This is an optimization exercise on Yosys and OpenROAD, whose aim is small area, not a production implementation.
The RTL was checked by simulation tests, not by an equivalence proof against the original design.
Power and IR drop assume default switching activity.

trial 96:
Design sa_array_top, start of the top module:
module sa_array_top (
    input  logic         i_clk,
    input  logic         i_rstn,
    input  logic [31:0]  i_a_arr,         
    input  logic [31:0]  i_b_arr,         
    input  logic [95:0]  i_c_arr,         
    input  logic         i_reg_clear,
    input  logic         i_pipeline_en,
    input  logic [3:0]   i_cswitch_arr,
    input  logic         i_cscan_en,
    input  logic [1:0]   i_thres,
    output logic [95:0]  o_c_arr          
);
Size: ~1,100 flip-flops, ~270 I/O pins, about 81,000 µm² of cells after synthesis.
Settings: LEC_CHECK=0, CAP_MARGIN=10, CORE_MARGIN=2, CORE_UTILIZATION=58, CTS_BUF_LIST=sky130_fd_sc_hd__clkbuf_16, CTS_CLUSTER_DIAMETER=120, CTS_CLUSTER_SIZE=24, GPL_TIMING_DRIVEN=0, PLACE_DENSITY=0.66, SETUP_SLACK_MARGIN=0.05, SLEW_MARGIN=10, SYNTH_HIERARCHICAL=1, SYNTH_MINIMUM_KEEP_SIZE=0; clock period 6.0 ns.
standard.sh (not shown) runs the stock make flow with config.mk's settings and CLKGATE_MAP_FILE= SYNTH_SCRIPT=/design/flow/synth_recipe.tcl, a recipe that flattens the netlist after the stock synthesis.
==> flow/flow/run.sh <==
#!/bin/bash
# The standard layout flow, with the port buffers made from the smallest
# buffer cell (buf_1) instead of the flow's default choice.
set -e
export BUFFER_PORTS_ARGS="-buffer_cell sky130_fd_sc_hd__buf_1"
bash standard.sh > standard.log 2>&1
Setup changes, trial 96 to build 53
Settings: a change of SLEW_MARGIN from 10 to 20; a change of CAP_MARGIN from 10 to 20.
==> flow/flow/run.sh <==
#!/bin/bash
# The standard layout flow, with the port buffers made from the smallest
# buffer cell (buf_1) instead of the flow's default choice, and ORFS's
# power recovery after global routing (downsizing gates on paths with
# positive slack).
set -e
export BUFFER_PORTS_ARGS="-buffer_cell sky130_fd_sc_hd__buf_1"
export RECOVER_POWER=100
bash standard.sh > standard.log 2>&1
==> notes.md <==
Build 53 has design area below what trial 96 had.
From trial 96 to build 53 the numbers moved as follows: wire length flat; relative contribution of the clock network to total power saw a decrease; DRC violation count after routing did not really move; peak fanout along the critical path dropped 51.
Average detailed-routed wire length per instance of build 53 is on par with trial 96.
Diff trial 96 -> build 53: synthesis-to-finish area growth decreased by 1.1 points relative to the old numbers, core utilization decreased by 0.62 points relative to the old numbers.
The delay of the slowest cell on the worst path of build 53 exceeds that of trial 96 by 300 ps.
Trial 96 | stages: all done | timing, DRC, antenna: all pass
Ran to the end and failed final checks on max-capacitance violations, max-slew violations: build 53.
Re clock-buffer cell count: build 53 and trial 96 aren't equal, and the lower value belongs to build 53.

---

sa_array_top again, from the RTL that the note above started with.
clock: 6.0 ns
lec_check: 0
cap_margin: 0
core_margin: 2
core_utilization: 58
cts_buf_list: sky130_fd_sc_hd__clkbuf_16
cts_cluster_diameter: 120
cts_cluster_size: 24
gpl_timing_driven: 0
place_density: 0.66
setup_slack_margin: 0.05
slew_margin: 0
synth_hierarchical: 1
synth_minimum_keep_size: 0
==> flow/flow/run.sh <==
#!/bin/bash
# The standard layout flow, with the port buffers made from the smallest
# buffer cell (buf_1) instead of the flow's default choice.
set -e
export BUFFER_PORTS_ARGS="-buffer_cell sky130_fd_sc_hd__buf_1"
bash standard.sh > standard.log 2>&1
The baseline completed and failed the layout checks on capacitance limit, slew limit.
Change:
==> flow/run.sh (new file) <==
#!/bin/bash
# synth_recipe.tcl (not shown) runs the flow's synth.tcl, then flattens the netlist and writes it again
# the make line also repeats each setting of config.mk as NAME=value (left out here)
make -C /OpenROAD-flow-scripts/flow DESIGN_CONFIG=/design/flow/config.mk WORK_HOME=/design/flow/orfs CLKGATE_MAP_FILE= SYNTH_SCRIPT=/design/flow/synth_recipe.tcl finish
Settings changed: CAP_MARGIN 0 to 20, CORE_UTILIZATION 58 to 65, PLACE_DENSITY 0.66 to 0.72, SLEW_MARGIN 0 to 20.
removed: flow/flow/run.sh
removed: flow/standard.sh
Outcome:
- The changed run finished with timing, DRC and antenna clean
- core utilization grows by 8.5 points
- synthesized area is unchanged
- routed wire length decreases by a few percent
- critical path depth does not change
- worst setup slack got worse by 0.053 ns
- die area drops by roughly a tenth
- sequential power hardly moves
- global-route usage came out higher by 3.0 points
- non-clock buffer count is lower by 48
Change:
==> flow/flow/run.sh (new file) <==
#!/bin/bash
# The standard layout flow, with the port buffers made from the smallest
# buffer cell (buf_1) instead of the flow's default choice.
set -e
export BUFFER_PORTS_ARGS="-buffer_cell sky130_fd_sc_hd__buf_1"
bash standard.sh > standard.log 2>&1
==> flow/standard.sh (new file) <==
#!/bin/bash
# synth_recipe.tcl (not shown) runs the flow's synth.tcl, then flattens the netlist and writes it again
# the make line also repeats each setting of config.mk as NAME=value (left out here)
make -C /OpenROAD-flow-scripts/flow DESIGN_CONFIG=/design/flow/config.mk WORK_HOME=/design/flow/orfs CLKGATE_MAP_FILE= SYNTH_SCRIPT=/design/flow/synth_recipe.tcl "${@:-finish}"
Settings changed: CAP_MARGIN 20 to 5, CORE_UTILIZATION 65 to 58, PLACE_DENSITY 0.72 to 0.66, SLEW_MARGIN 20 to 5.
removed: flow/run.sh
Result: Synthesized cell count does not change. Routed wire length climbs by 2.4%. Global-route usage decreases by 3.1 points.
Change:
Settings changed: CAP_MARGIN 5 to 20, SLEW_MARGIN 5 to 20.
=> The changed run completed with no timing, DRC or antenna violations; cell area went up by 0.49%; via count barely changes; maximum frequency stays flat; area after synthesis is unchanged; worst setup slack gains 0.0068 ns; global-route usage is higher by 0.13 points; hold slack is worse by 0.057 ns; routed wire length stays flat.

---

## 12-18
Another version of the RTL of sa_array_top (not shown whole).
For scale: about 7100 cells after synthesis, ~1100 flip-flops, roughly 0.082 mm² of cells after synthesis.
export LEC_CHECK = 0
export CAP_MARGIN = 20
export CORE_MARGIN = 2
export CORE_UTILIZATION = 55
export CTS_BUF_LIST = sky130_fd_sc_hd__clkbuf_8
export CTS_CLUSTER_SIZE = 20
export PLACE_DENSITY = 0.65
export SETUP_SLACK_MARGIN = 0.15
export SLEW_MARGIN = 20
export SYNTH_HIERARCHICAL = 1
export SYNTH_MINIMUM_KEEP_SIZE = 0
create_clock -name core_clock -period 6.0 [get_ports {i_clk}]
run.sh (not shown) runs the stock make flow with config.mk's settings and CLKGATE_MAP_FILE= SYNTH_SCRIPT=/design/flow/synth_recipe.tcl, a recipe that flattens the netlist after the stock synthesis.
Stock flow here: none of the scripts above is used.
#### Input delta (09-02 over 12-18)
# 12-18
export LEC_CHECK = 0
export CAP_MARGIN = 20
export CORE_MARGIN = 2
export CORE_UTILIZATION = 55
export CTS_BUF_LIST = sky130_fd_sc_hd__clkbuf_8
export CTS_CLUSTER_SIZE = 20
export PLACE_DENSITY = 0.65
export SETUP_SLACK_MARGIN = 0.15
export SLEW_MARGIN = 20
export SYNTH_HIERARCHICAL = 1
export SYNTH_MINIMUM_KEEP_SIZE = 0
create_clock -name core_clock -period 6.0 [get_ports {i_clk}]
# 09-02
export LEC_CHECK = 0
export CAP_MARGIN = 20
export CORE_MARGIN = 2
export CORE_UTILIZATION = 45
export PLACE_DENSITY = 0.6
export SLEW_MARGIN = 20
export SYNTH_HIERARCHICAL = 1
export SYNTH_MINIMUM_KEEP_SIZE = 0
create_clock -name core_clock -period 6.0 [get_ports {i_clk}]
==> notes.md <==
Of 12-18 and 09-02, 12-18 shows the lower time the worst path needs with I/O delays and setup, with 09-02 above it.
09-02 supports a lower top clock frequency than 12-18.
Clock-buffer cell count on 09-02 is down relative to 12-18.
12-18 has higher worst setup slack than 09-02.
Per the comparison of 09-02 with 12-18, worst slack on hold paths went up; detailed-placement wirelength estimate up 9500 µm.
Non-clock buffer share of cell area ended up 0.38 points higher on 09-02 than on 12-18.
Comparing signed area change from the synthesized netlist to the final layout for 12-18 and 09-02, the bigger number came from 09-02.
12-18 was smaller in final cell area than 09-02.
Diff 09-02..12-18 | average cell area after synthesis | unchanged
Placeable core region: 09-02 worse than 12-18

## what the ideal ports hide
The results above use ideal ports. As a check the final layouts listed here were re-extracted and re-timed, cells and wires unchanged.
Step 1, drivers: a clkbuf_16 drives i_clk and a buf_2 each remaining input, both assumed.
Step 2 adds t to the input delays and takes it off the output delays; t is the mean of the earliest and latest rising clock arrival at the registers after step 1. Input paths then give back, and output paths get back, about the clock's delay inside the block.
Three values: ideal, step 1, step 2; two values: the first two.
| run | shift t [ns] | setup slack, ns | worst setup path after step 2 |
|---|---|---|---|
| trial 96 | 0.804 | 0.271 / 0.271 / 0.271 | register to register |
| build 53 | 0.796 | 0.186 / 0.229 / -0.566 | input to register |
| the first run of note 2 | 0.794 | 0.282 / 0.282 / 0.282 | register to register |
| the second run of note 2 | 0.792 | 0.230 / 0.230 / -0.151 | input to register |
| the third run of note 2 | 0.788 | 0.266 / 0.266 / 0.266 | register to register |
| the fourth run of note 2 | 0.797 | 0.273 / 0.273 / 0.273 | register to register |
| 12-18 | 0.997 | 0.389 / 0.389 / 0.389 | register to register |
| 09-02 | 0.867 | 0.251 / 0.251 / 0.251 | register to register |
For build 53, which loses most, drivers alone change the setup slack by +0.043 ns; drivers and shift together by -0.752 ns.
